This is an optimization exercise on Yosys and OpenROAD, whose aim is small area, a short achievable clock period and few clock cycles, not a production implementation. The RTL was checked by simulation tests, not by an equivalence proof against the original design.

==> flow/design.v, too long to show whole: its modules and the start of the top module <==
// module ytydla_cmac: 2738 lines
module ytydla_cmac(ytydla_core_clk,
                   ytydla_core_rst_n,
                   mem2cmac_valid,
                   mem2cmac_dat_0,
                   mem2cmac_dat_1,
                   mem2cmac_dat_2,
                   mem2cmac_dat_3,
                   mem2cmac_dat_4,
                   mem2cmac_dat_5,
                   mem2cmac_dat_6,
                   mem2cmac_dat_7,
                   mem2cmac_dat_size,
                   mem2cmac_wt_0,
                   mem2cmac_wt_1,
                   mem2cmac_wt_2,
                   mem2cmac_wt_3,
                   mem2cmac_wt_4,
                   mem2cmac_wt_5,
                   mem2cmac_wt_6,
                   mem2cmac_wt_7,
                   cmac2mem_result,
                   cmac2mem_valid);
  // ...
==> flow/flow/run.sh <==
#!/bin/bash
# The standard layout (the standard.sh, all ORFS steps unchanged), except that the port
# buffers that global placement inserts use the plain sky130 buffer cell named below instead
# of the cell buffer_ports picks by default (a clock delay buffer).
set -euo pipefail
export BUFFER_PORTS_ARGS="-buffer_cell sky130_fd_sc_hd__buf_1"
bash standard.sh > standard_flow.log 2>&1
==> flow/standard.sh <==
#!/bin/bash
# synth_recipe.tcl (not shown) runs the flow's synth.tcl, then flattens the netlist and writes it again
# the make line also repeats each setting of config.mk as NAME=value (left out here)
make -C /OpenROAD-flow-scripts/flow DESIGN_CONFIG=/design/flow/config.mk WORK_HOME=/design/flow/orfs CLKGATE_MAP_FILE= SYNTH_SCRIPT=/design/flow/synth_recipe.tcl "${@:-finish}"
==> flow/config.mk <==
export PLATFORM = sky130hd
export DESIGN_NAME = ytydla_cmac
export DESIGN_NICKNAME = ytydla_cmac
export VERILOG_FILES = /design/flow/design.v
export SDC_FILE = /design/flow/constraint.sdc
export NUM_CORES = 4
export LEC_CHECK = 0
export CAP_MARGIN = 20
export CORE_MARGIN = 2
export CORE_UTILIZATION = 45
export PLACE_DENSITY = 0.6
export SETUP_SLACK_MARGIN = 4.5
export SLEW_MARGIN = 20
==> flow/constraint.sdc <==
create_clock -name core_clock -period 9.0 [get_ports {ytydla_core_clk}]
set_input_delay 1.8000 -clock core_clock [delete_from_list [all_inputs] [get_ports {ytydla_core_clk}]]
set_output_delay 1.8000 -clock core_clock [all_outputs]
set_load 0.01 [all_outputs]
==> impl_metrics.csv, run 1 <==
group,metric,value,unit
outcome,outcome,"complete, no violations",
logic_synthesis,postSynthCellCount,3040,
hold_path,hold_depth,1,
setup_path,critPathMaxStageDelay,0.38,ns
final_layout,n_clock_buffer,19,
drt,detail_route.wirelength.met1,53.7,mm
placement,place_inst,4234,
grt,globalRouteMet1Util,0.536,
grt,grt_max_degree,99,
grt,grt_util_met2,0.613,
logic_synthesis,synth.net_count,4049,
logic_synthesis,synth_area_leaders,"fa_1 (25%), dfxtp_1 (13%), a22oi_1 (10%)",
die,tap_cells,855,
logic_synthesis,synth-compound-area-share,0.164,
drt,drt_first_pass_iters,7,
drt,top_signal_layer_used,"met5",
clock_network,setup_buffers_after_cts,102,
setup_path,reg2reg_from,"dr1[6]",
drt,detail_route.iter0.violations,4121,
sta,fin_hold_ws,0.551,ns
hold_path,hold_endpoint,"s2_fl",
logic_synthesis,synth_commonest_cells,"inv_1 (399), a22oi_1 (393), fa_1 (361), xnor2_1 (327), dfxtp_1 (194)",
drt,dr_wl_met2,61.8,mm
logic_synthesis,largest_area_contributor_in_the_synthesized_netlist,"fa_1",
final_layout,layout_cell_share_with_drive_strength_beyond_1,0.207,
hold_path,min_path_type,"reg2reg",
final_layout,mostFrequentLayoutCell,"buf_1",
setup_path,critPathCaptureType,"output pin",
sta,final_min_period_over_clock_period,0.550,
clock_network,h-tree-depth,4,
logic_synthesis,post_synth_num_cell_types,71,
logic_synthesis,synth_top_family_by_area,"adder cells",
grt,top_usage_layer,"met2",
placement,port-buffer-count,579,
grt,via_count_of_the_first_global_routing_pass,27600,
logic_synthesis,fraction_of_the_yosys_area_taken_by_sequential_cells,0.134,
clock_network,cts-root-to-sink-buffers,2,
Testbench counts, summed over its fixed seeds: cycles 16,597.
==> inputs of run 2 (changes only) <==
--- a/flow/design.v
+++ b/flow/design.v
@@ -2729,10 +2729,338 @@
     assign s1065 = c1060 ^ s1063;
     assign c1066 = c1060 & s1063;
     wire  [43:0] nxtS = {c1062, c1058, c1054, c1050, c1046, c1042, c1038, c1034, c1030, c1022, c1014, c1002, c990, c974, c958, c938, c918, c894, c870, c842, c814, c782, c750, c714, c678, c640, c602, c564, c530, c496, c466, c434, c426, c418, c410, c402, c394, c386, c378, s375, s367, c356, s353, s349};
     wire  [43:0] nxtC = {s1065, s1061, s1057, s1053, s1049, s1045, s1041, s1037, s1033, s1029, s1021, s1013, s1001, s989, s973, s957, s937, s917, s893, s869, s841, s813, s781, s749, s713, s677, s639, s601, s563, s529, s495, s465, s433, s425, s417, s409, s401, s393, s385, s377, s369, s361, s355, s351};
     always_ff @(posedge ytydla_core_clk) begin
         accS <= nxtS;
         accC <= nxtC;
     end
-    assign cmac2mem_result = accS[43:12] + accC[43:12];
+    wire [31:0] op = accS[43:12] ^ accC[43:12];
+    wire [31:0] og0 = accS[43:12] & accC[43:12];
+    wire [31:0] opp0 = op;
+    wire [31:0] og1, opp1;
+    assign og1[0] = og0[0];
+    assign opp1[0] = opp0[0];
+    assign og1[1] = og0[1] | (opp0[1] & og0[0]);
+    assign opp1[1] = opp0[1] & opp0[0];
+    assign og1[2] = og0[2] | (opp0[2] & og0[1]);
+    assign opp1[2] = opp0[2] & opp0[1];
+    assign og1[3] = og0[3] | (opp0[3] & og0[2]);
+    assign opp1[3] = opp0[3] & opp0[2];
+    assign og1[4] = og0[4] | (opp0[4] & og0[3]);
+    assign opp1[4] = opp0[4] & opp0[3];
+    assign og1[5] = og0[5] | (opp0[5] & og0[4]);
+    assign opp1[5] = opp0[5] & opp0[4];
+    assign og1[6] = og0[6] | (opp0[6] & og0[5]);
+    assign opp1[6] = opp0[6] & opp0[5];
+    assign og1[7] = og0[7] | (opp0[7] & og0[6]);
+    assign opp1[7] = opp0[7] & opp0[6];
+    assign og1[8] = og0[8] | (opp0[8] & og0[7]);
+    assign opp1[8] = opp0[8] & opp0[7];
+    assign og1[9] = og0[9] | (opp0[9] & og0[8]);
+    assign opp1[9] = opp0[9] & opp0[8];
+    assign og1[10] = og0[10] | (opp0[10] & og0[9]);
+    assign opp1[10] = opp0[10] & opp0[9];
+    assign og1[11] = og0[11] | (opp0[11] & og0[10]);
+    assign opp1[11] = opp0[11] & opp0[10];
+    assign og1[12] = og0[12] | (opp0[12] & og0[11]);
+    assign opp1[12] = opp0[12] & opp0[11];
+    assign og1[13] = og0[13] | (opp0[13] & og0[12]);
+    assign opp1[13] = opp0[13] & opp0[12];
+    assign og1[14] = og0[14] | (opp0[14] & og0[13]);
+    assign opp1[14] = opp0[14] & opp0[13];
+    assign og1[15] = og0[15] | (opp0[15] & og0[14]);
+    assign opp1[15] = opp0[15] & opp0[14];
+    assign og1[16] = og0[16] | (opp0[16] & og0[15]);
+    assign opp1[16] = opp0[16] & opp0[15];
+    assign og1[17] = og0[17] | (opp0[17] & og0[16]);
+    assign opp1[17] = opp0[17] & opp0[16];
+    assign og1[18] = og0[18] | (opp0[18] & og0[17]);
+    assign opp1[18] = opp0[18] & opp0[17];
+    assign og1[19] = og0[19] | (opp0[19] & og0[18]);
+    assign opp1[19] = opp0[19] & opp0[18];
+    assign og1[20] = og0[20] | (opp0[20] & og0[19]);
+    assign opp1[20] = opp0[20] & opp0[19];
+    assign og1[21] = og0[21] | (opp0[21] & og0[20]);
+    assign opp1[21] = opp0[21] & opp0[20];
+    assign og1[22] = og0[22] | (opp0[22] & og0[21]);
+    assign opp1[22] = opp0[22] & opp0[21];
+    assign og1[23] = og0[23] | (opp0[23] & og0[22]);
+    assign opp1[23] = opp0[23] & opp0[22];
+    assign og1[24] = og0[24] | (opp0[24] & og0[23]);
+    assign opp1[24] = opp0[24] & opp0[23];
+    assign og1[25] = og0[25] | (opp0[25] & og0[24]);
+    assign opp1[25] = opp0[25] & opp0[24];
+    assign og1[26] = og0[26] | (opp0[26] & og0[25]);
+    assign opp1[26] = opp0[26] & opp0[25];
+    assign og1[27] = og0[27] | (opp0[27] & og0[26]);
+    assign opp1[27] = opp0[27] & opp0[26];
+    assign og1[28] = og0[28] | (opp0[28] & og0[27]);
+    assign opp1[28] = opp0[28] & opp0[27];
+    assign og1[29] = og0[29] | (opp0[29] & og0[28]);
+    assign opp1[29] = opp0[29] & opp0[28];
+    assign og1[30] = og0[30] | (opp0[30] & og0[29]);
+    assign opp1[30] = opp0[30] & opp0[29];
+    assign og1[31] = og0[31] | (opp0[31] & og0[30]);
+    assign opp1[31] = opp0[31] & opp0[30];
+    wire [31:0] og2, opp2;
+    assign og2[0] = og1[0];
+    assign opp2[0] = opp1[0];
+    assign og2[1] = og1[1];
+    assign opp2[1] = opp1[1];
+    assign og2[2] = og1[2] | (opp1[2] & og1[0]);
+    assign opp2[2] = opp1[2] & opp1[0];
+    assign og2[3] = og1[3] | (opp1[3] & og1[1]);
+    assign opp2[3] = opp1[3] & opp1[1];
+    assign og2[4] = og1[4] | (opp1[4] & og1[2]);
+    assign opp2[4] = opp1[4] & opp1[2];
+    assign og2[5] = og1[5] | (opp1[5] & og1[3]);
+    assign opp2[5] = opp1[5] & opp1[3];
+    assign og2[6] = og1[6] | (opp1[6] & og1[4]);
+    assign opp2[6] = opp1[6] & opp1[4];
+    assign og2[7] = og1[7] | (opp1[7] & og1[5]);
+    assign opp2[7] = opp1[7] & opp1[5];
+    assign og2[8] = og1[8] | (opp1[8] & og1[6]);
+    assign opp2[8] = opp1[8] & opp1[6];
+    assign og2[9] = og1[9] | (opp1[9] & og1[7]);
+    assign opp2[9] = opp1[9] & opp1[7];
+    assign og2[10] = og1[10] | (opp1[10] & og1[8]);
+    assign opp2[10] = opp1[10] & opp1[8];
+    assign og2[11] = og1[11] | (opp1[11] & og1[9]);
+    assign opp2[11] = opp1[11] & opp1[9];
+    assign og2[12] = og1[12] | (opp1[12] & og1[10]);
+    assign opp2[12] = opp1[12] & opp1[10];
+    assign og2[13] = og1[13] | (opp1[13] & og1[11]);
+    assign opp2[13] = opp1[13] & opp1[11];
+    assign og2[14] = og1[14] | (opp1[14] & og1[12]);
+    assign opp2[14] = opp1[14] & opp1[12];
+    assign og2[15] = og1[15] | (opp1[15] & og1[13]);
+    assign opp2[15] = opp1[15] & opp1[13];
+    assign og2[16] = og1[16] | (opp1[16] & og1[14]);
+    assign opp2[16] = opp1[16] & opp1[14];
+    assign og2[17] = og1[17] | (opp1[17] & og1[15]);
+    assign opp2[17] = opp1[17] & opp1[15];
+    assign og2[18] = og1[18] | (opp1[18] & og1[16]);
+    assign opp2[18] = opp1[18] & opp1[16];
+    assign og2[19] = og1[19] | (opp1[19] & og1[17]);
+    assign opp2[19] = opp1[19] & opp1[17];
+    assign og2[20] = og1[20] | (opp1[20] & og1[18]);
+    assign opp2[20] = opp1[20] & opp1[18];
+    assign og2[21] = og1[21] | (opp1[21] & og1[19]);
+    assign opp2[21] = opp1[21] & opp1[19];
+    assign og2[22] = og1[22] | (opp1[22] & og1[20]);
+    assign opp2[22] = opp1[22] & opp1[20];
+    assign og2[23] = og1[23] | (opp1[23] & og1[21]);
+    assign opp2[23] = opp1[23] & opp1[21];
+    assign og2[24] = og1[24] | (opp1[24] & og1[22]);
+    assign opp2[24] = opp1[24] & opp1[22];
+    assign og2[25] = og1[25] | (opp1[25] & og1[23]);
+    assign opp2[25] = opp1[25] & opp1[23];
+    assign og2[26] = og1[26] | (opp1[26] & og1[24]);
+    assign opp2[26] = opp1[26] & opp1[24];
+    assign og2[27] = og1[27] | (opp1[27] & og1[25]);
+    assign opp2[27] = opp1[27] & opp1[25];
+    assign og2[28] = og1[28] | (opp1[28] & og1[26]);
+    assign opp2[28] = opp1[28] & opp1[26];
+    assign og2[29] = og1[29] | (opp1[29] & og1[27]);
+    assign opp2[29] = opp1[29] & opp1[27];
+    assign og2[30] = og1[30] | (opp1[30] & og1[28]);
+    assign opp2[30] = opp1[30] & opp1[28];
+    assign og2[31] = og1[31] | (opp1[31] & og1[29]);
+    assign opp2[31] = opp1[31] & opp1[29];
+    wire [31:0] og3, opp3;
+    assign og3[0] = og2[0];
+    assign opp3[0] = opp2[0];
+    assign og3[1] = og2[1];
+    assign opp3[1] = opp2[1];
+    assign og3[2] = og2[2];
+    assign opp3[2] = opp2[2];
+    assign og3[3] = og2[3];
+    assign opp3[3] = opp2[3];
+    assign og3[4] = og2[4] | (opp2[4] & og2[0]);
+    assign opp3[4] = opp2[4] & opp2[0];
+    assign og3[5] = og2[5] | (opp2[5] & og2[1]);
+    assign opp3[5] = opp2[5] & opp2[1];
+    assign og3[6] = og2[6] | (opp2[6] & og2[2]);
+    assign opp3[6] = opp2[6] & opp2[2];
+    assign og3[7] = og2[7] | (opp2[7] & og2[3]);
+    assign opp3[7] = opp2[7] & opp2[3];
+    assign og3[8] = og2[8] | (opp2[8] & og2[4]);
+    assign opp3[8] = opp2[8] & opp2[4];
+    assign og3[9] = og2[9] | (opp2[9] & og2[5]);
+    assign opp3[9] = opp2[9] & opp2[5];
+    assign og3[10] = og2[10] | (opp2[10] & og2[6]);
+    assign opp3[10] = opp2[10] & opp2[6];
+    assign og3[11] = og2[11] | (opp2[11] & og2[7]);
+    assign opp3[11] = opp2[11] & opp2[7];
+    assign og3[12] = og2[12] | (opp2[12] & og2[8]);
+    assign opp3[12] = opp2[12] & opp2[8];
+    assign og3[13] = og2[13] | (opp2[13] & og2[9]);
+    assign opp3[13] = opp2[13] & opp2[9];
+    assign og3[14] = og2[14] | (opp2[14] & og2[10]);
+    assign opp3[14] = opp2[14] & opp2[10];
+    assign og3[15] = og2[15] | (opp2[15] & og2[11]);
+    assign opp3[15] = opp2[15] & opp2[11];
+    assign og3[16] = og2[16] | (opp2[16] & og2[12]);
+    assign opp3[16] = opp2[16] & opp2[12];
+    assign og3[17] = og2[17] | (opp2[17] & og2[13]);
+    assign opp3[17] = opp2[17] & opp2[13];
+    assign og3[18] = og2[18] | (opp2[18] & og2[14]);
+    assign opp3[18] = opp2[18] & opp2[14];
+    assign og3[19] = og2[19] | (opp2[19] & og2[15]);
+    assign opp3[19] = opp2[19] & opp2[15];
+    assign og3[20] = og2[20] | (opp2[20] & og2[16]);
+    assign opp3[20] = opp2[20] & opp2[16];
+    assign og3[21] = og2[21] | (opp2[21] & og2[17]);
+    assign opp3[21] = opp2[21] & opp2[17];
+    assign og3[22] = og2[22] | (opp2[22] & og2[18]);
+    assign opp3[22] = opp2[22] & opp2[18];
+    assign og3[23] = og2[23] | (opp2[23] & og2[19]);
+    assign opp3[23] = opp2[23] & opp2[19];
+    assign og3[24] = og2[24] | (opp2[24] & og2[20]);
+    assign opp3[24] = opp2[24] & opp2[20];
+    assign og3[25] = og2[25] | (opp2[25] & og2[21]);
+    assign opp3[25] = opp2[25] & opp2[21];
+    assign og3[26] = og2[26] | (opp2[26] & og2[22]);
+    assign opp3[26] = opp2[26] & opp2[22];
+    assign og3[27] = og2[27] | (opp2[27] & og2[23]);
+    assign opp3[27] = opp2[27] & opp2[23];
+    assign og3[28] = og2[28] | (opp2[28] & og2[24]);
+    assign opp3[28] = opp2[28] & opp2[24];
+    assign og3[29] = og2[29] | (opp2[29] & og2[25]);
+    assign opp3[29] = opp2[29] & opp2[25];
+    assign og3[30] = og2[30] | (opp2[30] & og2[26]);
+    assign opp3[30] = opp2[30] & opp2[26];
+    assign og3[31] = og2[31] | (opp2[31] & og2[27]);
+    assign opp3[31] = opp2[31] & opp2[27];
+    wire [31:0] og4, opp4;
+    assign og4[0] = og3[0];
+    assign opp4[0] = opp3[0];
+    assign og4[1] = og3[1];
+    assign opp4[1] = opp3[1];
+    assign og4[2] = og3[2];
+    assign opp4[2] = opp3[2];
+    assign og4[3] = og3[3];
+    assign opp4[3] = opp3[3];
+    assign og4[4] = og3[4];
+    assign opp4[4] = opp3[4];
+    assign og4[5] = og3[5];
+    assign opp4[5] = opp3[5];
+    assign og4[6] = og3[6];
+    assign opp4[6] = opp3[6];
+    assign og4[7] = og3[7];
+    assign opp4[7] = opp3[7];
+    assign og4[8] = og3[8] | (opp3[8] & og3[0]);
+    assign opp4[8] = opp3[8] & opp3[0];
+    assign og4[9] = og3[9] | (opp3[9] & og3[1]);
+    assign opp4[9] = opp3[9] & opp3[1];
+    assign og4[10] = og3[10] | (opp3[10] & og3[2]);
+    assign opp4[10] = opp3[10] & opp3[2];
+    assign og4[11] = og3[11] | (opp3[11] & og3[3]);
+    assign opp4[11] = opp3[11] & opp3[3];
+    assign og4[12] = og3[12] | (opp3[12] & og3[4]);
+    assign opp4[12] = opp3[12] & opp3[4];
+    assign og4[13] = og3[13] | (opp3[13] & og3[5]);
+    assign opp4[13] = opp3[13] & opp3[5];
+    assign og4[14] = og3[14] | (opp3[14] & og3[6]);
+    assign opp4[14] = opp3[14] & opp3[6];
+    assign og4[15] = og3[15] | (opp3[15] & og3[7]);
+    assign opp4[15] = opp3[15] & opp3[7];
+    assign og4[16] = og3[16] | (opp3[16] & og3[8]);
+    assign opp4[16] = opp3[16] & opp3[8];
+    assign og4[17] = og3[17] | (opp3[17] & og3[9]);
+    assign opp4[17] = opp3[17] & opp3[9];
+    assign og4[18] = og3[18] | (opp3[18] & og3[10]);
+    assign opp4[18] = opp3[18] & opp3[10];
+    assign og4[19] = og3[19] | (opp3[19] & og3[11]);
+    assign opp4[19] = opp3[19] & opp3[11];
+    assign og4[20] = og3[20] | (opp3[20] & og3[12]);
+    assign opp4[20] = opp3[20] & opp3[12];
+    assign og4[21] = og3[21] | (opp3[21] & og3[13]);
+    assign opp4[21] = opp3[21] & opp3[13];
+    assign og4[22] = og3[22] | (opp3[22] & og3[14]);
+    assign opp4[22] = opp3[22] & opp3[14];
+    assign og4[23] = og3[23] | (opp3[23] & og3[15]);
+    assign opp4[23] = opp3[23] & opp3[15];
+    assign og4[24] = og3[24] | (opp3[24] & og3[16]);
+    assign opp4[24] = opp3[24] & opp3[16];
+    assign og4[25] = og3[25] | (opp3[25] & og3[17]);
+    assign opp4[25] = opp3[25] & opp3[17];
+    assign og4[26] = og3[26] | (opp3[26] & og3[18]);
+    assign opp4[26] = opp3[26] & opp3[18];
+    assign og4[27] = og3[27] | (opp3[27] & og3[19]);
+    assign opp4[27] = opp3[27] & opp3[19];
+    assign og4[28] = og3[28] | (opp3[28] & og3[20]);
+    assign opp4[28] = opp3[28] & opp3[20];
+    assign og4[29] = og3[29] | (opp3[29] & og3[21]);
+    assign opp4[29] = opp3[29] & opp3[21];
+    assign og4[30] = og3[30] | (opp3[30] & og3[22]);
+    assign opp4[30] = opp3[30] & opp3[22];
+    assign og4[31] = og3[31] | (opp3[31] & og3[23]);
+    assign opp4[31] = opp3[31] & opp3[23];
+    wire [31:0] og5, opp5;
+    assign og5[0] = og4[0];
+    assign opp5[0] = opp4[0];
+    assign og5[1] = og4[1];
+    assign opp5[1] = opp4[1];
+    assign og5[2] = og4[2];
+    assign opp5[2] = opp4[2];
+    assign og5[3] = og4[3];
+    assign opp5[3] = opp4[3];
+    assign og5[4] = og4[4];
+    assign opp5[4] = opp4[4];
+    assign og5[5] = og4[5];
+    assign opp5[5] = opp4[5];
+    assign og5[6] = og4[6];
+    assign opp5[6] = opp4[6];
+    assign og5[7] = og4[7];
+    assign opp5[7] = opp4[7];
+    assign og5[8] = og4[8];
+    assign opp5[8] = opp4[8];
+    assign og5[9] = og4[9];
+    assign opp5[9] = opp4[9];
+    assign og5[10] = og4[10];
+    assign opp5[10] = opp4[10];
+    assign og5[11] = og4[11];
+    assign opp5[11] = opp4[11];
+    assign og5[12] = og4[12];
+    assign opp5[12] = opp4[12];
+    assign og5[13] = og4[13];
+    assign opp5[13] = opp4[13];
+    assign og5[14] = og4[14];
+    assign opp5[14] = opp4[14];
+    assign og5[15] = og4[15];
+    assign opp5[15] = opp4[15];
+    assign og5[16] = og4[16] | (opp4[16] & og4[0]);
+    assign opp5[16] = opp4[16] & opp4[0];
+    assign og5[17] = og4[17] | (opp4[17] & og4[1]);
+    assign opp5[17] = opp4[17] & opp4[1];
+    assign og5[18] = og4[18] | (opp4[18] & og4[2]);
+    assign opp5[18] = opp4[18] & opp4[2];
+    assign og5[19] = og4[19] | (opp4[19] & og4[3]);
+    assign opp5[19] = opp4[19] & opp4[3];
+    assign og5[20] = og4[20] | (opp4[20] & og4[4]);
+    assign opp5[20] = opp4[20] & opp4[4];
+    assign og5[21] = og4[21] | (opp4[21] & og4[5]);
+    assign opp5[21] = opp4[21] & opp4[5];
+    assign og5[22] = og4[22] | (opp4[22] & og4[6]);
+    assign opp5[22] = opp4[22] & opp4[6];
+    assign og5[23] = og4[23] | (opp4[23] & og4[7]);
+    assign opp5[23] = opp4[23] & opp4[7];
+    assign og5[24] = og4[24] | (opp4[24] & og4[8]);
+    assign opp5[24] = opp4[24] & opp4[8];
+    assign og5[25] = og4[25] | (opp4[25] & og4[9]);
+    assign opp5[25] = opp4[25] & opp4[9];
+    assign og5[26] = og4[26] | (opp4[26] & og4[10]);
+    assign opp5[26] = opp4[26] & opp4[10];
+    assign og5[27] = og4[27] | (opp4[27] & og4[11]);
+    assign opp5[27] = opp4[27] & opp4[11];
+    assign og5[28] = og4[28] | (opp4[28] & og4[12]);
+    assign opp5[28] = opp4[28] & opp4[12];
+    assign og5[29] = og4[29] | (opp4[29] & og4[13]);
+    assign opp5[29] = opp4[29] & opp4[13];
+    assign og5[30] = og4[30] | (opp4[30] & og4[14]);
+    assign opp5[30] = opp4[30] & opp4[14];
+    assign og5[31] = og4[31] | (opp4[31] & og4[15]);
+    assign opp5[31] = opp4[31] & opp4[15];
+    assign cmac2mem_result = op ^ {og5[30:0], 1'b0};
 endmodule
==> flow/config.mk (replaced) <==
export PLATFORM = sky130hd
export DESIGN_NAME = ytydla_cmac
export DESIGN_NICKNAME = ytydla_cmac
export VERILOG_FILES = /design/flow/design.v
export SDC_FILE = /design/flow/constraint.sdc
export NUM_CORES = 4
export LEC_CHECK = 0
export CAP_MARGIN = 20
export CORE_MARGIN = 2
export CORE_UTILIZATION = 45
export PLACE_DENSITY = 0.6
export SETUP_SLACK_MARGIN = 5.0
export SLEW_MARGIN = 20
==> impl_metrics.csv, run 2 <==
group,metric,value,unit
outcome,outcome,"complete, no violations",
logic_synthesis,synth_area_leaders,"fa_1 (24%), dfxtp_1 (13%), xnor2_1 (9.6%)",
die,design.portCount,580,
drt,antenna_violating_nets_post_route,0,
logic_synthesis,synthesis.area,29500,um^2
die,full_die_area,67600,um^2
final_layout,design.final.nets,4886,
sta,rsz_0062_raised_after_global_routing,"yes",
sta,fin_hold_ws,0.512,ns
sta,tightest_slew_margin_relative_to_the_limit,0.258,
logic_synthesis,post_synth_num_cell_types,75,
placement,gp_congestion,1.29,
final_layout,biggestRegsByFlops,"accC (44), accS (44)",
final_layout,num-fill-cells,5652,
clock_network,clock_sink_count,196,
drt,drcViolationCount,0,
hold_path,min_path_type,"reg2reg",
logic_synthesis,synth_top_area_frac,0.245,
final_layout,area_growth,31.0,%
sta,timing.final.setup_violations,0,
sta,final_min_period_over_clock_period,0.547,
drt,detailroute.wirelength.met3,20.2,mm
placement,port-buffer-count,579,
grt,grt_remaining_overflow,0,
logic_synthesis,number_of_enable_flip_flop_cells_after_synthesis,0,
logic_synthesis,synthMostInstantiatedCell,"inv_1",
clock_network,cts.hold.buffers_added,0,
grt,grt_usage,0.441,
sta,finalCriticalPeriod,4.92,ns
hold_path,hold_depth,2,
drt,dr_wl_met2,63.9,mm
die,die_h,260,um
die,die_w,260,um
sta,timing.clock.skew,0.0221,ns
drt,detail_route.wirelength.met1,57.8,mm
grt,grt_max_degree,80,
run,maxcap_violations,0,
logic_synthesis,synth-async-reset-ratio,0.0102,
sta,post_route_setup_tns,0,ns
logic_synthesis,synth_warnings,3,
final_layout,layout_cell_share_with_drive_strength_beyond_1,0.309,
setup_path,timing.setup.critical_path_class,"reg2out",
clock_network,clock_tree.root_cell,"clkbuf_16",
logic_synthesis,largest_area_contributor_in_the_synthesized_netlist,"fa_1",
die,core_region_area,64700,um^2
setup_path,required,7.20,ns
sta,fmax,0.203,GHz
drt,drt-wirelength-per-cell,31.9,um
clock_network,clk_transition_reported_paths,0.09,ns
clock_network,h-tree-depth,4,
logic_synthesis,synth_ff_type,"dfxtp_1",
logic_synthesis,fraction_of_the_yosys_area_taken_by_sequential_cells,0.133,
drt,wl,152,mm
clock_network,cts-root-to-sink-buffers,2,
drt,drt_first_pass_iters,9,
setup_path,critPathMaxFanout,3,
setup_path,start_kind,"register",
logic_synthesis,ys_ff_latch,196,
logic_synthesis,synth_commonest_cells,"inv_1 (403), fa_1 (361), a22oi_1 (357), xnor2_1 (322), clkbuf_1 (206)",
logic_synthesis,postSynthCellCount,3202,
clock_network,insertion_delay,0.52,ns
clock_network,number_of_buffers_inserted_during_clock_tree_synthesis,17,
sta,worst-slew-pin-transition,1.11,ns
setup_path,worst-endpoint-arrival,3.12,ns
drt,top_signal_layer_used,"met5",
placement,hpwl,116,mm
die,rows,93,
grt,grt_pass1_wl,212,mm
grt,via_count_of_the_first_global_routing_pass,29800,
die,start_util,0.456,
clock_network,tritoncts,"built",
grt,antenna_found_initial,37,
drt,via_count,30800,
logic_synthesis,synth.net_count,4210,
sta,timing.final.max_slew_violations,0,
drt,detail_route.iter0.violations,4598,
setup_path,critPathCaptureType,"output pin",
setup_path,reg2regPathDepth,13,
final_layout,layout.cells.most_common_list,"buf_1 (492), inv_1 (325), buf_4 (270)",
final_layout,mostFrequentLayoutCell,"buf_1",
drt,drt-vias-per-instance,6.45,
logic_synthesis,synth_area_per_cell,9.22,um^2
sta,report.final.hold_viol_count,0,
setup_path,regToRegSetupSlack,4.46,ns
[run 2: final cells by class]
| cell class | count | area (um^2) | share of cell area |
|---|---|---|---|
| antenna | 28 | 70.1 | 0.00181 |
| tap | 855 | 1070 | 0.0277 |
| clock buffer | 17 | 425 | 0.0110 |
| inverter | 412 | 1660 | 0.0428 |
| sequential | 196 | 4280 | 0.111 |
| timing repair buffer | 950 | 5800 | 0.150 |
| multi-input combinational | 2301 | 25200 | 0.651 |
| clock inverter | 15 | 210 | 0.00544 |
[run 2: kinds of logic (layout without fill, tap and decap cells)]
kind of cell	after synthesis	in the layout	synth area share
compound gates	777	777	0.197
buf+inv	706	1394	0.0926
simple gates	519	520	0.0931
fa+ha+maj	470	470	0.290
xor+xnor	390	390	0.116
flops	196	196	0.133
mux	144	144	0.0779
other cells	0	28	0
[run 2: final timing paths]
path                                   start                  end
min                                     rw_N               bn1[8]
max                                 accS[16]  cmac2mem_result[29]
min reg2reg                             rw_N               bn1[8]
min in group asynchronous  ytydla_core_rst_n             phase[1]
max in group asynchronous  ytydla_core_rst_n             phase[0]
max reg2reg                           b20[0]             accC[19]
[run 2: metrics by stage]
stage          instances  setup slack [ns]  utilization  instance area [um^2]
2_1_floorplan       3202              4.64            -                 30700
3_3_place_gp        4376              3.80        0.499                 32300
4_1_cts             4677              3.98        0.574                 37200
5_1_grt             4766              3.97        0.597                 38600
3_5_place_dp        4376              3.78        0.499                 32300
6_report            4774              4.08        0.598                 38700
[run 2: metal layers]
layer	vias to the layer above	GRT usage
met5	-	0
met4	10	0.233
met3	531	0.171
met2	2347	0.644
met1	15200	0.562
li1	12700	-
[run 2: critical path, stage by stage, from the launching register on]
cell and delay (ns):
dfxtp_4 0.38, ha_4 0.16, or3_4 0.39, a311oi_4 0.37, o311ai_4 0.17, a2111oi_4 0.42
o21ai_2 0.16, a41oi_2 0.21, o21ai_2 0.08, xor2_1 0.13, buf_2 0.14
[run 2: repair_timing]
action / 4_1_cts / 5_1_grt
buffers inserted: 267 / 69
endpoints found under the setup margin: 149 / 103
cloned: 2 / 0
resized for setup: 610 / 243
hold endpoints to repair: 0 / 0
pin swaps: 193 / 154
Testbench counts of run 2, summed over its fixed seeds: cycles 16,597.
==> inputs of run 3 (changes only) <==
--- a/flow/config.mk
+++ b/flow/config.mk
@@ -11,3 +11,3 @@
 export PLACE_DENSITY = 0.6
-export SETUP_SLACK_MARGIN = 5.0
+export SETUP_SLACK_MARGIN = 3.5
 export SLEW_MARGIN = 20
==> impl_metrics.csv, run 3 <==
group,metric,value,unit
sta,rsz_0062_raised_after_global_routing,"yes",
sta,finalCriticalPeriod,5.37,ns
drt,detail_route.iter0.violations,4386,
drt,drt-vias-per-instance,6.49,
logic_synthesis,synthesis.area,29500,um^2
die,rows,93,
clock_network,tritoncts,"built",
sta,timing.clock.skew,0.0152,ns
logic_synthesis,synthMostInstantiatedCell,"inv_1",
logic_synthesis,synth.net_count,4210,
die,core_region_area,64700,um^2
placement,preCtsSetupSlack,3.52,ns
final_layout,postLayoutCoreUtil,0.506,
clock_network,insertion_delay,0.52,ns
die,full_die_area,67600,um^2
die,design.portCount,580,
clock_network,clock_sink_count,196,
grt,grt_remaining_overflow,0,
setup_path,reg2regPathDepth,12,
clock_network,cts-root-to-sink-buffers,2,
final_layout,num-fill-cells,6382,
placement,gp_congestion,1.10,
grt,grt_pass1_wl,204,mm
logic_synthesis,synth_warnings,3,
drt,antenna_violating_nets_post_route,0,
final_layout,biggestRegsByFlops,"accC (44), accS (44)",
setup_path,start_kind,"register",
grt,antenna_found_initial,31,
sta,report.final.hold_viol_count,0,
drt,wl,145,mm
setup_path,critPathMaxFanout,3,
final_layout,regArea,3950,um^2
logic_synthesis,post_synth_num_cell_types,75,
die,die_w,260,um
final_layout,area_growth,10.9,%
clock_network,clk_transition_reported_paths,0.08,ns
final_layout,layout.cells.most_common_list,"buf_1 (579), inv_1 (402), fa_1 (361)",
clock_network,number_of_buffers_inserted_during_clock_tree_synthesis,17,
clock_network,clock_tree.root_cell,"clkbuf_16",
sta,tightest_slew_margin_relative_to_the_limit,0.208,
drt,drt_first_pass_iters,8,
placement,hpwl,118,mm
logic_synthesis,synth_area_leaders,"fa_1 (24%), dfxtp_1 (13%), xnor2_1 (9.6%)",
sta,fin_hold_ws,0.555,ns
grt,grt_usage,0.425,
logic_synthesis,synth_area_per_cell,9.22,um^2
drt,drt-wirelength-per-cell,32.6,um
drt,drcViolationCount,0,
setup_path,required,7.20,ns
die,die_h,260,um
hold_path,hold_depth,1,
setup_path,critPathCaptureType,"output pin",
logic_synthesis,synth_ff_type,"dfxtp_1",
final_layout,design.final.nets,4569,
sta,final.setup.worst_slack,3.63,ns
logic_synthesis,synth_commonest_cells,"inv_1 (403), fa_1 (361), a22oi_1 (357), xnor2_1 (322), clkbuf_1 (206)",
run,maxcap_violations,0,
sta,final_min_period_over_clock_period,0.597,
logic_synthesis,postSynthCellCount,3202,
logic_synthesis,number_of_enable_flip_flop_cells_after_synthesis,0,
final_layout,multiInputGateArea,22900,um^2
logic_synthesis,synth_top_area_frac,0.245,
sta,timing.final.max_slew_violations,0,
grt,via_count_of_the_first_global_routing_pass,27600,
sta,post_route_setup_tns,0,ns
logic_synthesis,ys_ff_latch,196,
final_layout,mostFrequentLayoutCell,"buf_1",
logic_synthesis,largest_area_contributor_in_the_synthesized_netlist,"fa_1",
drt,via_count,28900,
grt,grt_max_degree,80,
logic_synthesis,fraction_of_the_yosys_area_taken_by_sequential_cells,0.133,
clock_network,h-tree-depth,4,
die,start_util,0.456,
sta,timing.final.setup_violations,0,
setup_path,timing.setup.critical_path_class,"reg2out",
sta,worst-slew-pin-transition,1.19,ns
sta,fmax,0.186,GHz
final_layout,layout_cell_share_with_drive_strength_beyond_1,0.0562,
outcome,outcome,"complete, no violations",
logic_synthesis,synth-async-reset-ratio,0.0102,
placement,port-buffer-count,579,
hold_path,min_path_type,"reg2reg",
setup_path,worst-endpoint-arrival,3.57,ns
-- run 3: cell counts after synthesis --
No cell type changed its count.
-- run 3: worst paths after layout --
| check | start | end | slack [ns] |
|---|---|---|---|
| worst max-delay path | accS[12] | cmac2mem_result[30] | 3.63 |
| worst min-delay path | phase[1] | phase[1] | 0.56 |
| worst min register to register | phase[1] | phase[1] | 0.56 |
| max in group asynchronous | ytydla_core_rst_n | phase[1] | 7.53 |
| worst max register to register | bn1[7] | accC[19] | 3.65 |
| min in group asynchronous | ytydla_core_rst_n | phase[0] | 1.18 |
-- run 3: metrics by stage --
stage               cells  instance area (um^2)
detailed placement   4396                 32000
global placement     4396                 32000
floorplan            3202                 29500
global route         4445                 32700
CTS                  4429                 32700
finish               4453                 32700
-- run 3: layout make-up --
cell class	instances	area share
Inverter	412	0.0475
Sequential cell	196	0.121
Clock buffer	17	0.0130
Multi-Input combinational cell	2300	0.700
Timing Repair Buffer	634	0.0790
Clock inverter	15	0.00550
Antenna cell	24	0.00183
Tap cell	855	0.0327
-- run 3: cells by family (layout without fill, tap and decap cells) --
logic type	after synthesis	count (layout)	share of synthesized area
AO/OA/AOI/OAI	777	777	0.197
buffers and inverters	706	1078	0.0926
AND/OR/NAND/NOR	519	519	0.0931
adder cells (fa/ha/maj)	470	470	0.290
XOR/XNOR	390	390	0.116
flip-flops	196	196	0.133
multiplexers	144	144	0.0779
other	0	24	0
-- run 3: metal layers --
| metal | wire length, um | vias to the layer above | track usage | part of all wire |
|---|---|---|---|---|
| li1 | - | 12100 | - | - |
| met1 | 58300 | 14300 | 0.584 | 0.40 |
| met2 | 61600 | 2208 | 0.618 | 0.42 |
| met3 | 18800 | 321 | 0.133 | 0.13 |
| met4 | 6550 | 4 | 0.175 | 0.045 |
| met5 | 26 | - | 0 | 0.00018 |
-- run 3: critical path, cell delays in order, from the launching register on --
cell and delay, ns:
dfxtp_1 0.36, ha_1 0.23, inv_1 0.07, fa_1 0.44
nor2b_1 0.22, o31ai_1 0.11, a211o_1 0.30, a21o_1 0.22
a31oi_2 0.25, a211oi_1 0.15, o31ai_1 0.28, a21oi_1 0.12
xnor2_1 0.14, buf_1 0.16
-- run 3: repair_timing --
item | CTS | global route
setup endpoints to repair | 6 | 8
setup buffers | 1 | 0
pin swaps | 1 | 1
resized for setup | 4 | 5
hold buffers | 0 | 0
==> inputs of run 4 (changes only) <==
--- a/flow/config.mk
+++ b/flow/config.mk
@@ -7,3 +7,3 @@
 export LEC_CHECK = 0
-export CAP_MARGIN = 20
+export CAP_MARGIN = 5
 export CORE_MARGIN = 2
@@ -11,3 +11,3 @@
 export PLACE_DENSITY = 0.6
-export SETUP_SLACK_MARGIN = 3.5
-export SLEW_MARGIN = 20
+export SETUP_SLACK_MARGIN = 4.0
+export SLEW_MARGIN = 5
==> impl_metrics.csv, run 4 <==
group,metric,value,unit
setup_path,start_kind,"register",
logic_synthesis,synth_top_area_frac,0.245,
final_layout,num-fill-cells,6330,
logic_synthesis,synthesis.area,29500,um^2
clock_network,number_of_buffers_inserted_during_clock_tree_synthesis,17,
die,start_util,0.456,
placement,gp_congestion,1.10,
sta,report.final.hold_viol_count,0,
sta,timing.final.setup_violations,0,
placement,hpwl,118,mm
outcome,outcome,"complete, no violations",
logic_synthesis,synth_commonest_cells,"inv_1 (403), fa_1 (361), a22oi_1 (357), xnor2_1 (322), clkbuf_1 (206)",
clock_network,clock_tree.root_cell,"clkbuf_16",
logic_synthesis,synth-compound-area-share,0.197,
grt,grt_util_met2,0.615,
grt,grt_max_degree,80,
final_layout,layout.cells.most_common_list,"buf_1 (574), inv_1 (395), fa_1 (360)",
sta,fin_hold_ws,0.554,ns
drt,drt-vias-per-instance,6.52,
logic_synthesis,synth_top_family_by_area,"adder cells",
grt,via_count_of_the_first_global_routing_pass,27700,
die,design.portCount,580,
logic_synthesis,largest_area_contributor_in_the_synthesized_netlist,"fa_1",
die,die_h,260,um
logic_synthesis,synth_area_leaders,"fa_1 (24%), dfxtp_1 (13%), xnor2_1 (9.6%)",
logic_synthesis,synth-async-reset-ratio,0.0102,
logic_synthesis,synth_area_per_cell,9.22,um^2
run,maxcap_violations,0,
sta,final_min_period_over_clock_period,0.553,
grt,grt_remaining_overflow,0,
setup_path,worst-endpoint-arrival,3.18,ns
sta,tightest_slew_margin_relative_to_the_limit,0.178,
logic_synthesis,post_synth_fa_ha_maj_area_fraction,0.290,
clock_network,clock_sink_count,196,
grt,antenna_found_initial,31,
setup_path,critPathMaxFanout,3,
die,full_die_area,67600,um^2
grt,top_usage_layer,"met2",
sta,rsz_0062_raised_after_global_routing,"yes",
setup_path,critPathCaptureType,"output pin",
setup_path,timing.setup.critical_path_class,"reg2out",
logic_synthesis,synth_warnings,3,
logic_synthesis,synthMostInstantiatedCell,"inv_1",
logic_synthesis,synth.net_count,4210,
logic_synthesis,post_synth_num_cell_types,75,
final_layout,area_growth,12.8,%
logic_synthesis,synthXorXnorAreaFrac,0.116,
clock_network,insertion_delay,0.52,ns
die,rows,93,
clock_network,tritoncts,"built",
drt,drcViolationCount,0,
die,core_region_area,64700,um^2
logic_synthesis,ys_ff_latch,196,
final_layout,layoutNonFillerInstCount,4488,
placement,detailed_place.area,32000,um^2
hold_path,min_path_type,"reg2reg",
die,die_w,260,um
setup_path,required,7.20,ns
grt,globalRouteMet1Util,0.591,
clock_network,h-tree-depth,4,
grt,grt_pass1_wl,205,mm
placement,port-buffer-count,579,
sta,timing.final.max_slew_violations,0,
grt,grt_usage,0.428,
final_layout,design.final.nets,4605,
final_layout,mostFrequentLayoutCell,"buf_1",
drt,via_count,29300,
grt,met3_usage,0.130,
final_layout,layout_cell_share_with_drive_strength_beyond_1,0.0909,
sta,worst-slew-pin-transition,1.23,ns
drt,drt-wirelength-per-cell,32.6,um
drt,drt_first_pass_iters,7,
placement,place_inst,4396,
clock_network,cts-root-to-sink-buffers,2,
logic_synthesis,mux_contribution_to_synthesized_area,0.0779,
final_layout,final_cell_area,33300,um^2
final_layout,biggestRegsByFlops,"accC (44), accS (44)",
logic_synthesis,synthSimpleGateAreaFrac,0.0931,
drt,detail_route.iter0.violations,4571,
logic_synthesis,fraction_of_the_yosys_area_taken_by_sequential_cells,0.133,
drt,wl,146,mm
clock_network,clk_transition_reported_paths,0.08,ns
logic_synthesis,synth_ff_type,"dfxtp_1",
logic_synthesis,postSynthCellCount,3202,
sta,fmax,0.201,GHz
drt,antenna_violating_nets_post_route,0,
sta,timing.clock.skew,0.0135,ns
logic_synthesis,number_of_enable_flip_flop_cells_after_synthesis,0,
sta,post_route_setup_tns,0,ns
sta,finalCriticalPeriod,4.98,ns
==> run 4: cell counts after synthesis <==
No cell type changed its count.
==> run 4: area by class of cell <==
type / instances / area, um^2 / area share
antenna: 23 / 57.6 / 0.00173
clock buffer: 17 / 425 / 0.0128
clock inverter: 15 / 180 / 0.00541
inverter: 412 / 1580 / 0.0476
multi-input combinational: 2300 / 23100 / 0.693
sequential: 196 / 4030 / 0.121
tap: 855 / 1070 / 0.0321
timing repair buffer: 670 / 2870 / 0.0861
==> run 4: final timing paths <==
check,cells after the start,slack [ns],from,end
worst max-delay path,13,4.02,accS[12],cmac2mem_result[30]
worst min-delay path,1,0.55,phase[1],phase[1]
worst max register to register,13,4.06,dr0[6],accC[12]
worst min register to register,1,0.55,phase[1],phase[1]
max in group asynchronous,1,7.51,ytydla_core_rst_n,phase[1]
min in group asynchronous,1,1.19,ytydla_core_rst_n,phase[0]
==> run 4: through the flow <==
step | worst slack (ns) | utilization
final | 4.02 | 0.515
after detailed placement | 3.52 | 0.495
after global routing | 3.93 | 0.514
after floorplan | 4.20 | -
after CTS | 3.96 | 0.509
after global placement | 3.60 | 0.495
==> run 4: critical path, stage by stage (launching register included) <==
cell and delay (ns):
dfxtp_4 0.37, ha_4 0.15, inv_2 0.04, fa_2 0.41
nor2b_4 0.14, o31ai_2 0.07, a211o_1 0.30, a21o_1 0.24
a31oi_4 0.17, a211oi_2 0.11, o31ai_1 0.27, a21oi_1 0.12
xnor2_1 0.13, buf_2 0.14
==> run 4: timing repair <==
| action | in CTS | in global routing |
|---|---|---|
| gates cloned | 0 | 0 |
| hold buffers | 0 | 0 |
| pin swaps | 11 | 15 |
| resized for setup | 60 | 65 |
| buffers inserted | 18 | 19 |
| endpoints found under the setup margin | 42 | 26 |
==> run 4: per-layer routing <==
metal,part of all wire,routed length (um)
met2,0.42,61500
met4,0.049,7120
met5,0.00025,36
met3,0.13,19600
met1,0.40,58100
==> run 4: cell families after synthesis <==
| logic type | after synthesis |
|---|---|
| AO/OA/AOI/OAI | 777 |
| buffers and inverters | 706 |
| AND/OR/NAND/NOR | 519 |
| adder cells (fa/ha/maj) | 470 |
| XOR/XNOR | 390 |
| flip-flops | 196 |
| multiplexers | 144 |
==> inputs of run 5 (changes only) <==
--- a/flow/config.mk
+++ b/flow/config.mk
@@ -7,7 +7,7 @@
 export LEC_CHECK = 0
-export CAP_MARGIN = 5
+export CAP_MARGIN = 20
 export CORE_MARGIN = 2
-export CORE_UTILIZATION = 45
-export PLACE_DENSITY = 0.6
+export CORE_UTILIZATION = 55
+export PLACE_DENSITY = 0.7
 export SETUP_SLACK_MARGIN = 4.0
-export SLEW_MARGIN = 5
+export SLEW_MARGIN = 20
==> impl_metrics.csv, run 5 <==
group,metric,value,unit
sta,post_route_setup_tns,0,ns
die,start_util,0.559,
drt,wl,149,mm
hold_path,min_path_type,"reg2reg",
grt,grt_usage,0.520,
logic_synthesis,synth_ff_type,"dfxtp_1",
final_layout,regArea,4040,um^2
sta,finalCriticalPeriod,5.10,ns
drt,drt_first_pass_iters,13,
logic_synthesis,synth_area_per_cell,9.22,um^2
logic_synthesis,number_of_enable_flip_flop_cells_after_synthesis,0,
drt,drt-vias-per-instance,7.30,
logic_synthesis,fraction_of_the_yosys_area_taken_by_sequential_cells,0.133,
setup_path,worst-endpoint-arrival,3.30,ns
clock_network,clock_sink_count,196,
clock_network,insertion_delay,0.50,ns
sta,rsz_0062_raised_after_global_routing,"yes",
grt,antenna_found_initial,30,
grt,grt_max_degree,80,
clock_network,clock_tree.root_cell,"clkbuf_16",
sta,report.final.hold_viol_count,0,
clock_network,tritoncts,"built",
placement,gp_congestion,1.19,
logic_synthesis,synthMostInstantiatedCell,"inv_1",
final_layout,biggestRegsByFlops,"accC (44), accS (44)",
final_layout,area_growth,11.8,%
setup_path,required,7.20,ns
drt,drt-wirelength-per-cell,34.6,um
clock_network,h-tree-depth,4,
placement,place_inst,4222,
logic_synthesis,synth_warnings,3,
final_layout,layout_cell_share_with_drive_strength_beyond_1,0.0892,
logic_synthesis,synth_top_area_frac,0.245,
die,die_w,236,um
clock_network,cts-root-to-sink-buffers,2,
clock_network,number_of_buffers_inserted_during_clock_tree_synthesis,17,
sta,timing.final.max_slew_violations,0,
drt,drcViolationCount,0,
die,die_h,236,um
logic_synthesis,postSynthCellCount,3202,
logic_synthesis,post_synth_num_cell_types,75,
sta,timing.final.setup_violations,0,
sta,tightest_slew_margin_relative_to_the_limit,0.273,
logic_synthesis,ys_ff_latch,196,
clock_network,clk_transition_reported_paths,0.08,ns
die,design.portCount,580,
outcome,outcome,"complete, no violations",
drt,antenna_violating_nets_post_route,0,
grt,via_count_of_the_first_global_routing_pass,30600,
die,core_region_area,52800,um^2
logic_synthesis,largest_area_contributor_in_the_synthesized_netlist,"fa_1",
sta,worst-slew-pin-transition,1.09,ns
logic_synthesis,synth-async-reset-ratio,0.0102,
grt,grt_pass1_wl,209,mm
die,full_die_area,55500,um^2
logic_synthesis,synth_area_leaders,"fa_1 (24%), dfxtp_1 (13%), xnor2_1 (9.6%)",
final_layout,mostFrequentLayoutCell,"buf_1",
sta,final_min_period_over_clock_period,0.566,
final_layout,multiInputGateArea,23100,um^2
setup_path,critPathMaxFanout,3,
grt,grt_remaining_overflow,0,
setup_path,start_kind,"register",
die,rows,84,
run,maxcap_violations,0,
drt,via_count,31400,
sta,timing.clock.skew,0.0217,ns
placement,hpwl,117,mm
logic_synthesis,synth.net_count,4210,
final_layout,num-fill-cells,4284,
logic_synthesis,synth_commonest_cells,"inv_1 (403), fa_1 (361), a22oi_1 (357), xnor2_1 (322), clkbuf_1 (206)",
setup_path,critPathCaptureType,"output pin",
setup_path,timing.setup.critical_path_class,"reg2out",
placement,port-buffer-count,579,
drt,detail_route.iter0.violations,6110,
final_layout,layout.cells.most_common_list,"buf_1 (574), inv_1 (396), fa_1 (360)",
final_layout,design.final.nets,4593,
final_layout,layoutNonFillerInstCount,4304,
logic_synthesis,synthesis.area,29500,um^2
clock_network,cts.hold.buffers_added,0,
sta,fin_hold_ws,0.605,ns
sta,fmax,0.196,GHz
run 5: logic make-up (layout without fill, tap and decap cells):
family / Yosys count / in the layout / synth area share
buffers and inverters: 706 / 1101 / 0.0926
adders and majority gates: 470 / 470 / 0.290
other: 0 / 19 / 0
and+or+nand+nor: 519 / 519 / 0.0931
muxes: 144 / 144 / 0.0779
xor gates and xnor gates: 390 / 390 / 0.116
AOI/OAI and AO/OA: 777 / 777 / 0.197
DFF: 196 / 196 / 0.133
run 5: metrics by stage:
step	instance area, um^2	worst slack, ns	util
6_report	33000	3.90	0.625
5_1_grt	33000	3.83	0.625
4_1_cts	32600	3.92	0.619
3_5_place_dp	31800	3.61	0.602
3_3_place_gp	31800	3.63	0.602
2_1_floorplan	29500	4.20	-
run 5: worst paths after layout:
path	depth (start not counted)	start	slack [ns]	to
worst max-delay path	13	accS[12]	3.90	cmac2mem_result[30]
worst min-delay path	2	accC[43]	0.60	accC[43]
worst max register to register	13	bn1[5]	4.00	accC[16]
worst min register to register	2	accC[43]	0.60	accC[43]
max in group asynchronous	1	ytydla_core_rst_n	7.44	phase[1]
min in group asynchronous	1	ytydla_core_rst_n	1.23	phase[0]
run 5: routing by layer:
metal / wire length [um] / GRT usage
met5: 288 / 0.0260
met2: 59700 / 0.738
met3: 25800 / 0.242
met1: 50900 / 0.642
met4: 12400 / 0.310
run 5: layout make-up:
cell class | instances | area share
Multi-Input combinational cell | 2300 | 0.700
Sequential cell | 196 | 0.122
Antenna cell | 19 | 0.00144
Clock inverter | 11 | 0.00463
Timing Repair Buffer | 658 | 0.0843
Clock buffer | 20 | 0.0132
Inverter | 412 | 0.0481
Tap cell | 688 | 0.0261
run 5: worst max-delay path, stage by stage, from the launching register on:
cell	delay [ns]
dfxtp_4	0.39
ha_4	0.16
inv_4	0.04
fa_2	0.37
nor2b_4	0.19
o31ai_4	0.09
a211o_1	0.31
a21o_1	0.24
a31oi_4	0.21
a211oi_2	0.11
o31ai_1	0.25
a21oi_1	0.12
xnor2_1	0.15
buf_2	0.15
run 5: timing repair:
action / in CTS / in global routing
gates resized for setup: 80 / 56
pin swaps: 13 / 12
buffers inserted: 9 / 22
endpoints found under the setup margin: 46 / 29
==> inputs of run 6 (changes only) <==
--- a/flow/config.mk
+++ b/flow/config.mk
@@ -9,4 +9,6 @@
 export CORE_MARGIN = 2
-export CORE_UTILIZATION = 55
-export PLACE_DENSITY = 0.7
+export CORE_UTILIZATION = 45
+export CTS_CLUSTER_DIAMETER = 150
+export CTS_CLUSTER_SIZE = 40
+export PLACE_DENSITY = 0.6
 export SETUP_SLACK_MARGIN = 4.0
==> impl_metrics.csv, run 6 <==
group,metric,value,unit
drt,detail_route.iter0.violations,4392,
drt,drt-wirelength-per-cell,32.6,um
hold_path,min_from,"phase[1]",
logic_synthesis,synth-async-reset-ratio,0.0102,
die,die_h,260,um
sta,rsz_0062_raised_after_global_routing,"yes",
placement,gp_congestion,1.10,
final_layout,layout.cells.most_common_list,"buf_1 (574), inv_1 (395), fa_1 (360)",
sta,tightest_slew_margin_relative_to_the_limit,0.284,
final_layout,postLayoutCoreUtil,0.515,
logic_synthesis,synth.net_count,4210,
grt,antenna_found_initial,31,
hold_path,min_path_type,"reg2reg",
drt,via_count,29100,
clock_network,insertion_delay,0.52,ns
clock_network,clock_tree.root_cell,"clkbuf_16",
drt,antenna_violating_nets_post_route,0,
drt,wl,146,mm
setup_path,timing.setup.critical_path_class,"reg2out",
final_layout,biggestRegsByFlops,"accC (44), accS (44)",
logic_synthesis,synth_warnings,3,
logic_synthesis,synth_top_area_frac,0.245,
logic_synthesis,synthXorXnorAreaFrac,0.116,
sta,finalCriticalPeriod,4.97,ns
setup_path,required,7.20,ns
logic_synthesis,synth_top_family_by_area,"adder cells",
final_layout,design.final.nets,4605,
placement,hpwl,118,mm
sta,timing.final.max_slew_violations,0,
logic_synthesis,ys_ff_latch,196,
final_layout,mostFrequentLayoutCell,"buf_1",
drt,drcViolationCount,0,
clock_network,clk_transition_reported_paths,0.08,ns
logic_synthesis,synthMostInstantiatedCell,"inv_1",
final_layout,layout_cell_share_with_drive_strength_beyond_1,0.0909,
grt,grt_remaining_overflow,0,
setup_path,worst-endpoint-arrival,3.17,ns
setup_path,worstPathBufferInverterCount,2,
grt,grt_usage,0.428,
setup_path,cp_slowest_cell,"fa_2",
setup_path,critPathMaxFanout,3,
grt,grt_pass1_wl,205,mm
final_layout,area_growth,12.9,%
logic_synthesis,largest_area_contributor_in_the_synthesized_netlist,"fa_1",
sta,report.final.hold_viol_count,0,
logic_synthesis,synth_ff_type,"dfxtp_1",
outcome,outcome,"complete, no violations",
clock_network,h-tree-depth,4,
placement,port-buffer-count,579,
logic_synthesis,postSynthCellCount,3202,
clock_network,number_of_buffers_inserted_during_clock_tree_synthesis,17,
logic_synthesis,synthesis.area,29500,um^2
die,full_die_area,67600,um^2
setup_path,crit_family,"compound AO/OA/AOI/OAI gates",
run,maxcap_violations,0,
grt,via_count_of_the_first_global_routing_pass,27700,
logic_synthesis,fraction_of_the_yosys_area_taken_by_sequential_cells,0.133,
die,die_w,260,um
final_layout,layoutNonFillerInstCount,4489,
setup_path,cells_along_the_critical_path,"ha_4 -> inv_2 -> fa_2 -> nor2b_4 -> o31ai_2 -> a211o_1 -> a21o_1 -> a31oi_4 -> a211oi_2 -> o31ai_1 -> a21oi_1 -> xnor2_1 -> buf_2",
die,rows,93,
sta,post_route_setup_tns,0,ns
grt,grt_max_degree,80,
die,design.portCount,580,
sta,timing.clock.skew,0.0145,ns
logic_synthesis,number_of_enable_flip_flop_cells_after_synthesis,0,
die,core_region_area,64700,um^2
setup_path,reg2reg_from,"dr0[6]",
sta,fmax,0.201,GHz
clock_network,clock_sink_count,196,
logic_synthesis,synthSimpleGateAreaFrac,0.0931,
sta,worst-slew-pin-transition,1.07,ns
clock_network,cts-root-to-sink-buffers,2,
setup_path,critPathCaptureType,"output pin",
final_layout,num-fill-cells,6332,
placement,place_inst,4396,
logic_synthesis,synth_area_leaders,"fa_1 (24%), dfxtp_1 (13%), xnor2_1 (9.6%)",
sta,final_min_period_over_clock_period,0.552,
setup_path,critPathMaxStageDelay,0.41,ns
setup_path,critical_path.startpoint,"accS[12]",
setup_path,start_kind,"register",
logic_synthesis,synth_commonest_cells,"inv_1 (403), fa_1 (361), a22oi_1 (357), xnor2_1 (322), clkbuf_1 (206)",
clock_network,tritoncts,"built",
drt,drt-vias-per-instance,6.49,
placement,detailed_place.area,32000,um^2
final_layout,final_cell_area,33300,um^2
logic_synthesis,post_synth_num_cell_types,75,
logic_synthesis,mux_contribution_to_synthesized_area,0.0779,
logic_synthesis,synth-compound-area-share,0.197,
drt,drt_first_pass_iters,7,
clock_network,cts.hold.buffers_added,0,
logic_synthesis,synth_area_per_cell,9.22,um^2
logic_synthesis,post_synth_fa_ha_maj_area_fraction,0.290,
sta,timing.final.setup_violations,0,
die,start_util,0.456,
run 6: cell counts after synthesis:
No cell type changed its count.
run 6: repair_timing:
action / 4_1_cts / 5_1_grt
pin swaps: 11 / 15
setup buffers: 18 / 19
setup endpoints to repair: 42 / 26
gates resized for setup: 60 / 65
run 6: final cells by class:
type	count	area, um^2	area share
Clock inverter	15	180	0.00541
Antenna cell	24	60.1	0.00180
Sequential cell	196	4030	0.121
Clock buffer	17	425	0.0128
Multi-Input combinational cell	2300	23100	0.693
Timing Repair Buffer	670	2870	0.0861
Tap cell	855	1070	0.0321
Inverter	412	1580	0.0476
run 6: worst register-to-register path: cells and delay by family (launching register included):
kind,cells,cell delay (ns)
XOR/XNOR,1,0.22
flip-flops,1,0.68
AND/OR/NAND/NOR,1,0.21
adder cells (fa/ha/maj),9,3.47
buffers and inverters,1,0.04
AO/OA/AOI/OAI,1,0.20
run 6: metrics by stage:
stage | hold WS [ns] | worst slack, ns
global route | 0.600 | 3.93
global placement | 0.536 | 3.60
finish | 0.554 | 4.03
detailed placement | 0.534 | 3.52
floorplan | 0.458 | 4.20
CTS | 0.553 | 3.96
run 6: logic make-up after synthesis:
group | Yosys count
compound gates | 777
flops | 196
fa+ha+maj | 470
xor+xnor | 390
mux | 144
simple gates | 519
buf+inv | 706
run 6: metal layers:
layer  wire [um]  vias up  share of wire  GRT usage
li1            -    12100              -          -
met1       58500    14400           0.40      0.591
met2       61700     2307           0.42      0.615
met3       19100      331           0.13      0.130
met4        7000        4          0.048      0.187
met5          23        -        0.00016          0
run 6: path summary, 6_finish.rpt:
kind | endpoint | cells after the start | slack, ns
worst min-delay path | phase[1] | 1 | 0.55
worst min register to register | phase[1] | 1 | 0.55
worst max register to register | accC[12] | 13 | 4.08
max in group asynchronous | phase[1] | 1 | 7.53
worst max-delay path | cmac2mem_result[30] | 13 | 4.03
min in group asynchronous | phase[0] | 1 | 1.19
==> inputs of run 7 (changes only) <==
--- a/flow/config.mk
+++ b/flow/config.mk
@@ -10,5 +10,3 @@
 export CORE_UTILIZATION = 45
-export CTS_CLUSTER_DIAMETER = 150
-export CTS_CLUSTER_SIZE = 40
-export PLACE_DENSITY = 0.6
+export PLACE_DENSITY = 0.5
 export SETUP_SLACK_MARGIN = 4.0
==> impl_metrics.csv, run 7 <==
group,metric,value,unit
logic_synthesis,number_of_enable_flip_flop_cells_after_synthesis,0,
sta,finalCriticalPeriod,5.02,ns
logic_synthesis,synth-compound-area-share,0.197,
setup_path,required,7.20,ns
grt,grt_pass1_wl,196,mm
logic_synthesis,mux_contribution_to_synthesized_area,0.0779,
die,design.portCount,580,
setup_path,critical_path.startpoint,"accC[16]",
clock_network,tritoncts,"built",
logic_synthesis,synth-async-reset-ratio,0.0102,
outcome,outcome,"complete, no violations",
placement,port-buffer-count,579,
drt,wl,137,mm
sta,final_min_period_over_clock_period,0.557,
placement,hpwl,112,mm
clock_network,h-tree-depth,4,
placement,preCtsSetupSlack,3.51,ns
logic_synthesis,synthXorXnorAreaFrac,0.116,
setup_path,reg2reg_from,"dr0[15]",
clock_network,clock_tree.root_cell,"clkbuf_16",
drt,via_count,28800,
logic_synthesis,postSynthCellCount,3202,
die,start_util,0.456,
sta,worst-slew-pin-transition,1.11,ns
setup_path,crit_family,"compound AO/OA/AOI/OAI gates",
final_layout,multiInputGateArea,23100,um^2
hold_path,min_path_type,"reg2reg",
setup_path,worstPathBufferInverterCount,2,
setup_path,worst_flop_to_flop_path_endpoint,"accC[19]",
clock_network,clock_sink_count,196,
final_layout,regArea,4080,um^2
setup_path,critPathMaxFanout,4,
logic_synthesis,post_synth_num_cell_types,75,
sta,post_route_setup_tns,0,ns
setup_path,cp_slowest_cell,"a2111oi_4",
final_layout,num-fill-cells,6287,
grt,grt_remaining_overflow,0,
setup_path,cells_along_the_critical_path,"ha_4 -> or3_4 -> a311oi_2 -> buf_4 -> o311ai_4 -> a2111oi_4 -> o21ai_2 -> a41oi_1 -> o21ai_0 -> xor2_1 -> buf_2",
die,full_die_area,67600,um^2
setup_path,critPathCaptureType,"output pin",
logic_synthesis,fraction_of_the_yosys_area_taken_by_sequential_cells,0.133,
setup_path,timing.setup.critical_path_class,"reg2out",
logic_synthesis,synth_ff_type,"dfxtp_1",
die,rows,93,
logic_synthesis,synth_commonest_cells,"inv_1 (403), fa_1 (361), a22oi_1 (357), xnor2_1 (322), clkbuf_1 (206)",
sta,timing.final.max_slew_violations,0,
die,die_h,260,um
sta,tightest_slew_margin_relative_to_the_limit,0.261,
sta,rsz_0062_raised_after_global_routing,"yes",
logic_synthesis,synthSimpleGateAreaFrac,0.0931,
final_layout,biggestRegsByFlops,"accC (44), accS (44)",
final_layout,layout_cell_share_with_drive_strength_beyond_1,0.0914,
final_layout,layout.cells.most_common_list,"buf_1 (573), inv_1 (395), fa_1 (360)",
drt,drt-vias-per-instance,6.47,
drt,detail_route.iter0.violations,3988,
logic_synthesis,synthMostInstantiatedCell,"inv_1",
drt,drcViolationCount,0,
logic_synthesis,largest_area_contributor_in_the_synthesized_netlist,"fa_1",
setup_path,worst-endpoint-arrival,3.22,ns
clock_network,insertion_delay,0.53,ns
logic_synthesis,synth_area_per_cell,9.22,um^2
drt,drt_first_pass_iters,9,
drt,drt-wirelength-per-cell,30.7,um
grt,grt_max_degree,93,
die,die_w,260,um
drt,antenna_violating_nets_post_route,0,
hold_path,hold_endpoint,"bn0[8]",
logic_synthesis,ys_ff_latch,196,
final_layout,mostFrequentLayoutCell,"buf_1",
sta,report.final.hold_viol_count,0,
logic_synthesis,synthesis.area,29500,um^2
hold_path,hold_depth,2,
placement,gp_congestion,1.02,
sta,fmax,0.199,GHz
logic_synthesis,synth.net_count,4210,
hold_path,min_from,"rw_N",
run,maxcap_violations,0,
setup_path,regToRegSetupSlack,4.08,ns
final_layout,area_growth,12.3,%
grt,via_count_of_the_first_global_routing_pass,28400,
setup_path,critPathMaxStageDelay,0.47,ns
final_layout,postLayoutCoreUtil,0.512,
clock_network,number_of_buffers_inserted_during_clock_tree_synthesis,17,
setup_path,reg2regPathDepth,12,
grt,antenna_found_initial,15,
sta,timing.clock.skew,0.0265,ns
clock_network,cts-root-to-sink-buffers,2,
logic_synthesis,post_synth_fa_ha_maj_area_fraction,0.290,
clock_network,cts.hold.buffers_added,0,
logic_synthesis,synth_top_area_frac,0.245,
logic_synthesis,synth_top_family_by_area,"adder cells",
logic_synthesis,synth_area_leaders,"fa_1 (24%), dfxtp_1 (13%), xnor2_1 (9.6%)",
-- run 7: cell counts after synthesis --
No cell type changed its count.
-- run 7: worst register-to-register path: stages (launching register included) --
cell and delay, ns:
dfxtp_1 0.88, a22oi_1 0.26, xor2_1 0.36, fa_1 0.52, fa_1 0.41, inv_1 0.08
fa_1 0.45, fa_1 0.44, inv_1 0.09, fa_1 0.44, fa_1 0.38, inv_1 0.07
fa_1 0.41
-- run 7: worst max-delay path by stage --
stage / end / slack (ns) / cells past startpoint
after global routing: cmac2mem_result[25] / 3.83 / 12
after detailed placement: cmac2mem_result[29] / 3.51 / 11
after CTS: cmac2mem_result[29] / 3.94 / 12
after global placement: cmac2mem_result[29] / 3.54 / 11
after floorplan: accC[12] / 4.20 / 14
final: cmac2mem_result[29] / 3.98 / 11
-- run 7: kinds of logic after synthesis --
group / after synthesis
buffers and inverters: 706
adder cells (fa/ha/maj): 470
AND/OR/NAND/NOR: 519
XOR/XNOR: 390
flip-flops: 196
multiplexers: 144
AO/OA/AOI/OAI: 777
-- run 7: final cells by class --
class | count | area share
Multi-Input combinational cell | 2300 | 0.697
Sequential cell | 196 | 0.123
Timing Repair Buffer | 649 | 0.0816
Inverter | 412 | 0.0479
Tap cell | 855 | 0.0323
Clock buffer | 17 | 0.0128
Clock inverter | 15 | 0.00487
Antenna cell | 12 | 0.000906
-- run 7: stage by stage --
stage          instance area (um^2)  cells
2_1_floorplan                 29500   3202
3_3_place_gp                  31900   4379
3_5_place_dp                  31900   4379
4_1_cts                       32900   4440
5_1_grt                       33100   4453
6_report                      33100   4456
-- run 7: timing repair --
| item | 4_1_cts | 5_1_grt |
|---|---|---|
| gates resized for setup | 88 | 66 |
| pin swaps | 12 | 7 |
| setup buffers | 29 | 4 |
| endpoints found under the hold margin | 0 | 0 |
| setup endpoints to repair | 41 | 31 |
-- run 7: per-layer routing --
metal | wire (um) | part of all wire | track usage | vias to the layer above
li1 | - | - | - | 12100
met1 | 54400 | 0.40 | 0.537 | 14400
met2 | 61600 | 0.45 | 0.626 | 2065
met3 | 15200 | 0.11 | 0.0958 | 315
met4 | 5700 | 0.042 | 0.141 | 6
met5 | 38 | 0.00028 | 0 | -

static timing again, ports no longer ideal:
How much do the figures lean on ideal ports? The routed layouts below were timed once more, with nothing changed but the port constraints.
Step 1 assumes that a clkbuf_16 drives the clock port and a buf_2 every other input.
Step 2 also shifts input and output timing later by t, the mid clock arrival at the registers, as if the neighbouring blocks saw the same clock.
Slacks: ideal ports / drivers / drivers and shift; pairs: ideal ports / drivers.
run | t, ns | slack for setup (ns) | worst setup path at the end
run 1 | 0.561 | 4.054 / 3.997 / 3.827 | input to register
run 2 | 0.569 | 4.076 / 4.013 / 4.271 | input to register
run 3 | 0.570 | 3.631 / 3.573 / 3.565 | input to register
run 4 | 0.571 | 4.022 / 3.966 / 3.594 | input to register
run 5 | 0.546 | 3.905 / 3.851 / 3.530 | input to register
run 6 | 0.569 | 4.028 / 3.972 / 3.587 | input to register
run 7 | 0.564 | 3.984 / 3.932 / 3.627 | input to register
After both steps setup and hold are still met in every run listed. For run 6, which loses most, drivers alone change the setup slack by -0.056 ns; drivers and shift together by -0.441 ns.
